Background: an optimization exercise with open tools, aiming at small area and a short achievable clock period. Do not read the settings as production practice. Where RTL was checked, it was by simulation tests only, not by an equivalence proof against the original. No activity file was given, so power comes from the tool's default toggle rates.

## build 17
// fpu16_top
module fpu16_top(
    input         aclk,
    input  [15:0] a,
    input  [15:0] b,
    input         a_valid,
    input         b_valid,
    output [15:0] add_result,
    output        add_valid,
    output [15:0] sub_result,
    output        sub_valid,
    output [15:0] mul_result,
    output        mul_valid,
    output [7:0]  cmp_result,
    output        cmp_valid
    );
    reg v0, v1, v2, v3, v4, v5;
    always @(posedge aclk) begin
        v0 <= a_valid & b_valid;
        v1 <= v0; v2 <= v1; v3 <= v2; v4 <= v3; v5 <= v4;
    end
    reg [15:0] a0, b0;
    reg cmp_q;
    wire ge;
    fpu_cmp_core u_cmp(.a(a), .b(b), .ge(ge));
    always @(posedge aclk) begin
        a0 <= a;
        b0 <= b;
        cmp_q <= ge;
    end
    assign cmp_result = {7'b0, cmp_q};
    assign cmp_valid = v0;
    wire a_gt, a_eq;
    mag_cmp15 u_agt(.x(a0[14:0]), .y(b0[14:0]), .gt(a_gt), .eq(a_eq));
    wire h_a0 = |a0[14:10];
    wire h_b0 = |b0[14:10];
    wire [5:0] bn_a, bo_a, bt_a, bn_b, bo_b, bt_b;
    booth_enc11 u_bea(.y({h_a0, a0[9:0]}), .neg(bn_a), .one(bo_a), .two(bt_a));
    booth_enc11 u_beb(.y({h_b0, b0[9:0]}), .neg(bn_b), .one(bo_b), .two(bt_b));
    reg [14:0] l1, s1;
    reg ls1, es1, fs1, hl1, hs1;
    reg [5:0] bo1, bt1;
    always @(posedge aclk) begin
        l1  <= a_gt ? a0[14:0] : b0[14:0];
        s1  <= a_gt ? b0[14:0] : a0[14:0];
        ls1 <= a_gt ? a0[15] : b0[15];
        es1 <= a0[15] ^ b0[15];
        fs1 <= a_gt ? a0[15] : ~b0[15];
        hl1 <= a_gt ? h_a0 : h_b0;
        hs1 <= a_gt ? h_b0 : h_a0;
        bo1 <= a_gt ? bo_b : bo_a;
        bt1 <= a_gt ? bt_b : bt_a;
    end
    wire [4:0] le1 = {l1[14:11], l1[10] | ~hl1};
  ...
Size: roughly 2500 cells after synthesis, ~390 flip-flops, about 95 I/O pins, roughly 20000 um2 of cells after synthesis.
Settings: LEC_CHECK=0, ABC_AREA=1, CAP_MARGIN=20, CORE_MARGIN=2, CORE_UTILIZATION=40, SETUP_SLACK_MARGIN=5.0, SLEW_MARGIN=20; clock period 8.0 ns.
standard.sh (not shown) runs the stock make flow with config.mk's settings and CLKGATE_MAP_FILE= SYNTH_SCRIPT=/design/flow/synth_recipe.tcl, a recipe that flattens the netlist after the stock synthesis.
==> flow/flow/run.sh <==
#!/bin/bash
# The standard layout, with buf_2 cells as the port buffers.
set -euo pipefail
bash standard.sh SETUP_SLACK_MARGIN=5.45 "BUFFER_PORTS_ARGS=-buffer_cell sky130_fd_sc_hd__buf_2" finish > standard.log 2>&1
> inputs changed (build 17 -> build 83)
==> flow/flow/run.sh <==
#!/bin/bash
# The standard layout, with buf_2 cells as the port buffers.
set -euo pipefail
bash standard.sh SETUP_SLACK_MARGIN=5.35 "BUFFER_PORTS_ARGS=-buffer_cell sky130_fd_sc_hd__buf_2" finish > standard.log 2>&1
## What came out
| area growth from synthesis to final layout | build 83 vs build 17 | 5.2 points lower |. Build 83: full flow OK, the timing, DRC and antenna checks passed. Build 17: done, clean on timing, DRC and antenna. Worst slack at placement was lower in build 17 than in build 83. The final reports for build 83 and build 17 show non-clock buffer count lower in the former. In build 83, the final standard cell count with taps included and fillers excluded came out about 1.3% below the value in build 17. Comparing build 17 and build 83, the higher multi-input gate share of total cell area was measured on build 83. The period utilization of build 83 exceeds that of build 17 by 0.33 points. Build 83 vs. build 17: final instance area -about 4%; number of buffers inserted by port buffering about even. Build 17 ended up with cs1_2[16]$_DFF_P_ as its destination of the critical timing path; build 83 ended up with cs1_2[14]$_DFF_P_.
[inputs] build 88 vs build 83
# build 83
export LEC_CHECK = 0
export ABC_AREA = 1
export CAP_MARGIN = 20
export CORE_MARGIN = 2
export CORE_UTILIZATION = 40
export SETUP_SLACK_MARGIN = 5.0
export SLEW_MARGIN = 20
create_clock -name core_clock -period 8.0 [get_ports {aclk}]
# build 88
export LEC_CHECK = 0
export ABC_AREA = 1
export CAP_MARGIN = 20
export CORE_MARGIN = 2
export CORE_UTILIZATION = 55
export SETUP_SLACK_MARGIN = 5.0
export SLEW_MARGIN = 20
create_clock -name core_clock -period 8.0 [get_ports {aclk}]
## What came out
Relative to build 83, the die area measured on build 88 has decreased by more than a quarter. Build 88 vs. build 83: utilization went up by 17 points; worst hold slack after final layout now larger; worst setup slack after layout dropped 0.0086 ns; wire length after detailed routing dropped 3300 um. Against build 83, build 88 comes in 2.7 points lower on growth of design area from synthesis to finish. Build 83 → build 88: area of the core region lower; number of vias per cell after detailed routing higher.
Edits applied to the flow inputs when going from build 88 to build 14:
# build 88
export LEC_CHECK = 0
export ABC_AREA = 1
export CAP_MARGIN = 20
export CORE_MARGIN = 2
export CORE_UTILIZATION = 55
export SETUP_SLACK_MARGIN = 5.0
export SLEW_MARGIN = 20
create_clock -name core_clock -period 8.0 [get_ports {aclk}]
# build 14
export LEC_CHECK = 0
export ABC_AREA = 1
export CAP_MARGIN = 20
export CORE_MARGIN = 2
export CORE_UTILIZATION = 40
export SETUP_SLACK_MARGIN = 5.0
export SLEW_MARGIN = 20
create_clock -name core_clock -period 8.0 [get_ports {aclk}]
==> flow/flow/run.sh <==
#!/bin/bash
# The standard layout, with buf_2 cells as the port buffers.
set -euo pipefail
bash standard.sh SETUP_SLACK_MARGIN=5.2 "BUFFER_PORTS_ARGS=-buffer_cell sky130_fd_sc_hd__buf_2" finish > standard.log 2>&1
Notes after the runs:
Total routed wirelength: build 14 vs build 88 up 5.9%. Comparing build 14 with build 88, the hold slack came out essentially unchanged. Build 88 was routed with fewer vias than build 14. Comparing build 88 and build 14, the higher average wire per standard cell was measured on build 88. Measured against each other, build 88 and build 14 differ in total track usage, the lower figure coming from build 14. Met3 capacity usage during global routing (build 14 over build 88): decrease, 1.5 points. On sequential cell power: build 14 sits below build 88. Of build 88 and build 14, build 88 shows the lower total number of placement rows, with build 14 above it. Number of placed instances with taps included ends up higher on build 14. Between build 14 and build 88, it is build 14 whose die area is higher, by 37%. Build 88 and build 14 ended up with nearly the same clock power.
Setup changes, build 14 to build 74
# build 14
export LEC_CHECK = 0
export ABC_AREA = 1
export CAP_MARGIN = 20
export CORE_MARGIN = 2
export CORE_UTILIZATION = 40
export SETUP_SLACK_MARGIN = 5.0
export SLEW_MARGIN = 20
create_clock -name core_clock -period 8.0 [get_ports {aclk}]
# build 74
export LEC_CHECK = 0
export ABC_AREA = 1
export CAP_MARGIN = 20
export CORE_MARGIN = 2
export CORE_UTILIZATION = 40
export CTS_BUF_LIST = sky130_fd_sc_hd__clkbuf_4
export SETUP_SLACK_MARGIN = 5.0
export SLEW_MARGIN = 20
create_clock -name core_clock -period 8.0 [get_ports {aclk}]
==> flow/flow/run.sh <==
#!/bin/bash
# The standard layout, with buf_2 cells as the port buffers.
set -euo pipefail
bash standard.sh SETUP_SLACK_MARGIN=5.15 "BUFFER_PORTS_ARGS=-buffer_cell sky130_fd_sc_hd__buf_2" finish > standard.log 2>&1
==> results.txt <==
Sequential share of power was lower in build 14 than in build 74. In the metrics for build 14 and build 74, the one carrying the higher combinational fraction of design power is build 74. Build 74 vs build 14 — initial antenna violation count rose 2. Global-route met1 utilization: build 74 vs build 14 down 0.53 points. The standard cell with the maximum stage delay on the critical path comes out sky130_fd_sc_hd__fa_1 in one run and sky130_fd_sc_hd__dfxtp_2 in the other, namely in build 14 and build 74 respectively.
No functional check of the RTL was part of any run of this note.

========
Another version of the RTL of fpu16_top (not shown whole).
Size in the first run: ~2500 cells after synthesis, about 380 flip-flops, about 95 I/O pins.
## fpu16_top
module fpu16_top(
    input         aclk,
    input  [15:0] a,
    input  [15:0] b,
    input         a_valid,
    input         b_valid,
    output [15:0] add_result,
    output        add_valid,
    output [15:0] sub_result,
    output        sub_valid,
    output [15:0] mul_result,
    output        mul_valid,
    output [7:0]  cmp_result,
    output        cmp_valid
    );
clock: 8.0 ns
lec_check: 0
abc_area: 1
cap_margin: 20
core_margin: 2
core_utilization: 40
cts_buf_list: sky130_fd_sc_hd__clkbuf_2 sky130_fd_sc_hd__clkbuf_4
setup_slack_margin: 5.0
slew_margin: 20
run.sh (not shown) runs the stock make flow with config.mk's settings and CLKGATE_MAP_FILE= SYNTH_SCRIPT=/design/flow/synth_recipe.tcl, a recipe that flattens the netlist after the stock synthesis.
Stock flow here: none of the scripts above is used.
The baseline finished clean.
==> next run, changes <==
- CTS_BUF_LIST: sky130_fd_sc_hd__clkbuf_2 sky130_fd_sc_hd__clkbuf_4 -> default
The new run passed the timing, DRC and antenna checks.
Final area rose by 2.5%.
Routed wire length stays flat.
Register-to-register slack hardly moves.
Synthesized cell count is unchanged.
Maximum frequency is lower by 1.1%.
Clock-buffer cell count is lower by 83.
==> next run, changes <==
- SETUP_SLACK_MARGIN: 5.0 -> 4.9
Total power grows slightly.
Worst setup slack got worse by 0.11 ns.
Combinational power goes up slightly.
Sequential power came out lower slightly.

========
fpu16_top, a different RTL version from the one above (not shown whole).
Size: ~2300 cells after synthesis, roughly 95 I/O pins, ~0.019 mm² of cells after synthesis.
export LEC_CHECK = 0
export ABC_AREA = 1
export CAP_MARGIN = 20
export CORE_MARGIN = 2
export CORE_UTILIZATION = 55
export CTS_CLUSTER_DIAMETER = 100
export CTS_CLUSTER_SIZE = 30
export SETUP_SLACK_MARGIN = 5.0
export SLEW_MARGIN = 20
create_clock -name core_clock -period 8.0 [get_ports {aclk}]
standard.sh (not shown) runs the stock make flow with config.mk's settings and CLKGATE_MAP_FILE= SYNTH_SCRIPT=/design/flow/synth_recipe.tcl, a recipe that flattens the netlist after the stock synthesis.
==> flow/flow/run.sh <==
#!/bin/bash
# The standard layout, with buf_2 cells as the port buffers and setup repair
# aimed at a 2.64 ns period (slack margin 5.36 ns at the 8 ns clock).
set -euo pipefail
bash standard.sh SETUP_SLACK_MARGIN=5.36 "BUFFER_PORTS_ARGS=-buffer_cell sky130_fd_sc_hd__buf_2" finish > standard.log 2>&1
Change:
- CORE_UTILIZATION: 55 -> 60
The new run went through all stages and came out clean.
Hold slack is worse by 5.2 ps.
First-iteration DRC count went up by about 40%.
Wire length shrinks by 0.64%.
Final area goes down by about 0.4%.
Synthesized cell count is unchanged.
No functional check of the RTL was part of any run of this note.

-- re-timing with driven ports --
No port has a modelled driver above. Below, the same layouts with a new extraction and two added sets of constraints.
Step 1, drivers: a clkbuf_16 drives aclk and a buf_2 each remaining input, both assumed.
Step 2 also shifts input and output timing later by t, the mid clock arrival at the registers, as if the neighbouring blocks saw the same clock.
Slacks: ideal ports / drivers / drivers and shift; pairs: ideal ports / drivers.
run	t (ns)	slack for setup (ns)	worst register clock-pin slew, ns
build 17	0.616	5.350 / 5.343 / 4.967	0.06 / 0.06
build 83	0.617	5.324 / 5.324 / 4.885	0.06 / 0.06
build 88	0.608	5.315 / 5.315 / 4.903	0.06 / 0.06
build 14	0.606	5.216 / 5.216 / 4.777	0.06 / 0.06
build 74	0.873	5.130 / 5.076 / 4.778	0.09 / 0.09
the first run of note 2	0.834	5.109 / 5.068 / 4.453	0.07 / 0.07
the second run of note 2	0.615	5.079 / 5.107 / 4.493	0.06 / 0.06
the third run of note 2	0.605	4.973 / 4.919 / 4.477	0.06 / 0.06
the first run of note 3	0.583	5.397 / 5.342 / 4.941	0.11 / 0.11
the second run of note 3	0.579	5.354 / 5.354 / 4.942	0.11 / 0.11
After both steps every run listed still meets setup and hold. For the first run of note 2, which loses most, drivers alone change the setup slack by -0.041 ns; drivers and shift together by -0.656 ns.
